Context: an optimization exercise on an open-source flow, tuned for small area. The choices shown serve that exercise and are no tape-out recipe.
Where RTL was checked, it was by simulation tests only, not by an equivalence proof against the original.
Power and IR drop assume default switching activity.

==> flow/design.v <==
`timescale 1ns/1ns
module ALU(sel,sub,A,B,Result,Sum);
	input [1:0] sel;
	input sub;
	input [31:0] A,B;
	output reg [31:0] Result;
	output [31:0] Sum;
	assign Sum = A + (B ^ {32{sub}}) + {31'd0,sub};
	wire lt = (A[31] ^ B[31]) ? A[31] : Sum[31];
	always @(*) begin
		case (sel)
			2'd0: Result = A & B;
			2'd1: Result = A | B;
			2'd2: Result = Sum;
			default: Result = {31'd0, lt};
		endcase
	end
endmodule
`timescale 1ns/1ns
module RegisterFile(clk,rst,we,waddr,wdata,raddr,rdata);
	input clk,rst,we;
	input [4:0] waddr,raddr;
	input [31:0] wdata;
	output reg [31:0] rdata;
	reg [1023:0] mem;
	reg [31:0] valid;
	wire [31:0] wsel = we ? (32'd1 << waddr) : 32'd0;
	wire [31:0] rsel = valid & (32'd1 << raddr);
	integer i;
	always @(posedge clk) begin
		for (i = 0; i < 32; i = i + 1)
			if (wsel[i]) mem[i*32 +: 32] <= wdata;
	end
	always @(posedge clk or posedge rst) begin
		if (rst) valid <= 32'd0;
		else valid <= valid | wsel;
	end
	always @(*) begin
		rdata = 32'd0;
		for (i = 0; i < 32; i = i + 1)
			rdata = rdata | (mem[i*32 +: 32] & {32{rsel[i]}});
	end
endmodule
`timescale 1ns/1ns
module PIPE_Top(clk,rst,InstOut,DMReadData,PCOut,DMAddress,DMWriteData,MemRead,MemWrite);
	input clk,rst;
	input [31:0]InstOut,DMReadData;
	output MemRead,MemWrite;
	output [31:0]DMWriteData,DMAddress,PCOut;
	reg [31:0] pc;
	wire [31:0] pc4 = pc + 32'd4;
	reg [31:0] id_pc4;
	reg [30:0] id_inst_lo;
	reg id_inst_hi;            
	wire [31:0] id_inst = {id_inst_hi, id_inst_lo};
	wire [5:0] op = id_inst[31:26];
	wire [5:0] fn = id_inst[5:0];
	wire [4:0] id_rs = id_inst[25:21];
	wire [4:0] id_rt = id_inst[20:16];
	wire op_r = op == 6'd0, op_addi = op == 6'd1, op_slti = op == 6'd2, op_lw = op == 6'd3, op_sw = op == 6'd4,
	     op_beq = op == 6'd5, op_j = op == 6'd6, op_jr = op == 6'd7, op_jal = op == 6'd8;
	wire d_regwrite = op_r | op_addi | op_slti | op_lw | op_jal;
	wire d_jmp = op_j | op_jr | op_jal;
	wire d_alusrc = op_addi | op_slti | op_lw | op_sw;
	reg [1:0] d_sel; reg d_sub;
	always @(*) begin
		if (op_addi | op_lw | op_sw) begin d_sel = 2'd2; d_sub = 1'b0; end
		else if (op_beq) begin d_sel = 2'd2; d_sub = 1'b1; end
		else if (op_slti) begin d_sel = 2'd3; d_sub = 1'b1; end
		else case (fn)
			6'd1: begin d_sel = 2'd2; d_sub = 1'b0; end
			6'd2: begin d_sel = 2'd2; d_sub = 1'b1; end
			6'd8: begin d_sel = 2'd1; d_sub = 1'b0; end
			6'd16: begin d_sel = 2'd3; d_sub = 1'b1; end
			default: begin d_sel = 2'd0; d_sub = 1'b0; end
		endcase
	end
	reg ex_regwrite, ex_memread, ex_memwrite, ex_branch, ex_jmp;    
	reg ex_jr, ex_jal, ex_alusrc, ex_regdst, ex_sub;
	reg [1:0] ex_sel;
	reg [31:0] ex_pc4, ex_a, ex_b;
	reg [25:0] ex_inst;
	wire [4:0] ex_rs = ex_inst[25:21];
	wire [4:0] ex_rt = ex_inst[20:16];
	wire [4:0] ex_rd = ex_inst[15:11];
	wire stall = ex_memread & ((ex_rt == id_rs) | (ex_rt == id_rt));
	reg ph_p, ph_n;
	wire first_half = ph_p ^ ph_n;
	wire [4:0] raddr = first_half ? id_rt : id_rs;
	wire [31:0] rdata;
	reg [31:0] rt_n;
	reg mem_regwrite; reg [4:0] mem_rd; wire [31:0] wbval;
	RegisterFile rf(clk, rst, mem_regwrite, mem_rd, wbval, raddr, rdata);
	always @(posedge clk or posedge rst)
		if (rst) ph_p <= 1'b0; else ph_p <= ~ph_p;
	always @(negedge clk) begin
		ph_n <= ph_p;
		rt_n <= rdata;
	end
	wire id_byp_rs = mem_regwrite & (mem_rd == id_rs) & (mem_rd != 5'd0);
	wire id_byp_rt = mem_regwrite & (mem_rd == id_rt) & (mem_rd != 5'd0);
	reg mem_memread, mem_memwrite, mem_taken;     
	reg mem_jal;
	reg [31:0] mem_result, mem_sd;
	wire fa_mem = mem_regwrite & (mem_rd == ex_rs) & (mem_rd != 5'd0);
	wire fb_mem = mem_regwrite & (mem_rd == ex_rt) & (mem_rd != 5'd0);
	wire [31:0] opa = fa_mem ? mem_result : ex_a;
	wire [31:0] rtv = fb_mem ? mem_result : ex_b;
	wire [31:0] imm = {{16{ex_inst[15]}}, ex_inst[15:0]};
	wire [31:0] opb = ex_alusrc ? imm : rtv;
	wire [31:0] alu_res, alu_sum;
	ALU alu(ex_sel, ex_sub, opa, opb, alu_res, alu_sum);
	wire [31:0] target = ex_pc4 + {imm[29:0], 2'b00};
	wire [4:0] ex_dest = ex_jal ? 5'd31 : ex_regdst ? ex_rd : ex_rt;
	assign DMAddress = mem_result;
	assign DMWriteData = mem_sd;
	assign MemRead = mem_memread;
	assign MemWrite = mem_memwrite;
	assign wbval = mem_jal ? mem_sd : mem_memread ? DMReadData : mem_result;
	wire [31:0] jtarget = ex_jr ? opa : {ex_pc4[31:28], ex_inst, 2'b00};
	wire [31:0] npc = ex_jmp ? jtarget : mem_taken ? mem_result : pc4;
	assign PCOut = pc;
	always @(posedge clk or posedge rst) begin
		if (rst) begin
			pc <= 32'd0;
			id_inst_hi <= 1'b1;
			ex_regwrite <= 1'b0; ex_memread <= 1'b0; ex_memwrite <= 1'b0; ex_branch <= 1'b0; ex_jmp <= 1'b0;
			mem_regwrite <= 1'b0; mem_memread <= 1'b0; mem_memwrite <= 1'b0; mem_taken <= 1'b0;
		end else begin
			if (!stall) begin
				pc <= npc;
				id_inst_hi <= InstOut[31];
			end
			ex_regwrite <= d_regwrite & ~stall;
			ex_memread <= op_lw & ~stall;
			ex_memwrite <= op_sw & ~stall;
			ex_branch <= op_beq & ~stall;
			ex_jmp <= d_jmp & ~stall;
			mem_regwrite <= ex_regwrite;
			mem_memread <= ex_memread;
			mem_memwrite <= ex_memwrite;
			mem_taken <= ex_branch & (alu_sum == 32'd0);
		end
	end
	always @(posedge clk) begin
		if (!stall) begin
			id_pc4 <= pc4;
			id_inst_lo <= InstOut[30:0];
		end
		ex_jr <= op_jr; ex_jal <= op_jal; ex_alusrc <= d_alusrc; ex_regdst <= op_r;
		ex_sel <= d_sel; ex_sub <= d_sub;
		ex_pc4 <= id_pc4; ex_inst <= id_inst[25:0];
		ex_a <= id_byp_rs ? wbval : rdata;
		ex_b <= id_byp_rt ? wbval : rt_n;
		mem_jal <= ex_jal;
		mem_rd <= ex_dest;
		mem_result <= ex_branch ? target : alu_res;
		mem_sd <= ex_jal ? ex_pc4 : rtv;
	end
endmodule
Settings: LEC_CHECK=0, CAP_MARGIN=20, CORE_MARGIN=2, CORE_UTILIZATION=50, CTS_BUF_LIST=sky130_fd_sc_hd__clkbuf_8, CTS_CLUSTER_SIZE=30, PLACE_DENSITY=0.65, SLEW_MARGIN=20; clock period 8.5 ns.
run.sh (not shown) runs the stock make flow with config.mk's settings and CLKGATE_MAP_FILE= SYNTH_SCRIPT=/design/flow/synth_recipe.tcl, a recipe that flattens the netlist after the stock synthesis.
==> next run, changes <==
--- a/flow/design.v
+++ b/flow/design.v
@@ -95,19 +95,22 @@
 		if (rst) ph_p <= 1'b0; else ph_p <= ~ph_p;
 	always @(negedge clk) begin
 		ph_n <= ph_p;
 		rt_n <= rdata;
 	end
-	wire id_byp_rs = mem_regwrite & (mem_rd == id_rs) & (mem_rd != 5'd0);
-	wire id_byp_rt = mem_regwrite & (mem_rd == id_rt) & (mem_rd != 5'd0);
 	reg mem_memread, mem_memwrite, mem_taken;     
 	reg mem_jal;
 	reg [31:0] mem_result, mem_sd;
+	reg wb_regwrite;                               
+	reg [4:0] wb_rd;
+	reg [31:0] wb_val;
 	wire fa_mem = mem_regwrite & (mem_rd == ex_rs) & (mem_rd != 5'd0);
+	wire fa_wb  = wb_regwrite & (wb_rd == ex_rs) & (wb_rd != 5'd0);
 	wire fb_mem = mem_regwrite & (mem_rd == ex_rt) & (mem_rd != 5'd0);
-	wire [31:0] opa = fa_mem ? mem_result : ex_a;
-	wire [31:0] rtv = fb_mem ? mem_result : ex_b;
+	wire fb_wb  = wb_regwrite & (wb_rd == ex_rt) & (wb_rd != 5'd0);
+	wire [31:0] opa = fa_mem ? mem_result : fa_wb ? wb_val : ex_a;
+	wire [31:0] rtv = fb_mem ? mem_result : fb_wb ? wb_val : ex_b;
 	wire [31:0] imm = {{16{ex_inst[15]}}, ex_inst[15:0]};
 	wire [31:0] opb = ex_alusrc ? imm : rtv;
 	wire [31:0] alu_res, alu_sum;
 	ALU alu(ex_sel, ex_sub, opa, opb, alu_res, alu_sum);
 	wire [31:0] target = ex_pc4 + {imm[29:0], 2'b00};
@@ -124,10 +127,11 @@
 		if (rst) begin
 			pc <= 32'd0;
 			id_inst_hi <= 1'b1;
 			ex_regwrite <= 1'b0; ex_memread <= 1'b0; ex_memwrite <= 1'b0; ex_branch <= 1'b0; ex_jmp <= 1'b0;
 			mem_regwrite <= 1'b0; mem_memread <= 1'b0; mem_memwrite <= 1'b0; mem_taken <= 1'b0;
+			wb_regwrite <= 1'b0;
 		end else begin
 			if (!stall) begin
 				pc <= npc;
 				id_inst_hi <= InstOut[31];
 			end
@@ -138,23 +142,25 @@
 			ex_jmp <= d_jmp & ~stall;
 			mem_regwrite <= ex_regwrite;
 			mem_memread <= ex_memread;
 			mem_memwrite <= ex_memwrite;
 			mem_taken <= ex_branch & (alu_sum == 32'd0);
+			wb_regwrite <= mem_regwrite;
 		end
 	end
 	always @(posedge clk) begin
 		if (!stall) begin
 			id_pc4 <= pc4;
 			id_inst_lo <= InstOut[30:0];
 		end
 		ex_jr <= op_jr; ex_jal <= op_jal; ex_alusrc <= d_alusrc; ex_regdst <= op_r;
 		ex_sel <= d_sel; ex_sub <= d_sub;
 		ex_pc4 <= id_pc4; ex_inst <= id_inst[25:0];
-		ex_a <= id_byp_rs ? wbval : rdata;
-		ex_b <= id_byp_rt ? wbval : rt_n;
+		ex_a <= rdata; ex_b <= rt_n;
 		mem_jal <= ex_jal;
 		mem_rd <= ex_dest;
 		mem_result <= ex_branch ? target : alu_res;
 		mem_sd <= ex_jal ? ex_pc4 : rtv;
+		wb_rd <= mem_rd;
+		wb_val <= wbval;
 	end
 endmodule
Flip-flop and latch count came out higher by 38.
Power came out higher slightly.
Sequential share of layout area came out higher by 0.60 points.
Synthesized cell count came out higher by a few percent.
Utilization came out lower by 0.24 points.
No functional check of the RTL was part of the second run of this note.
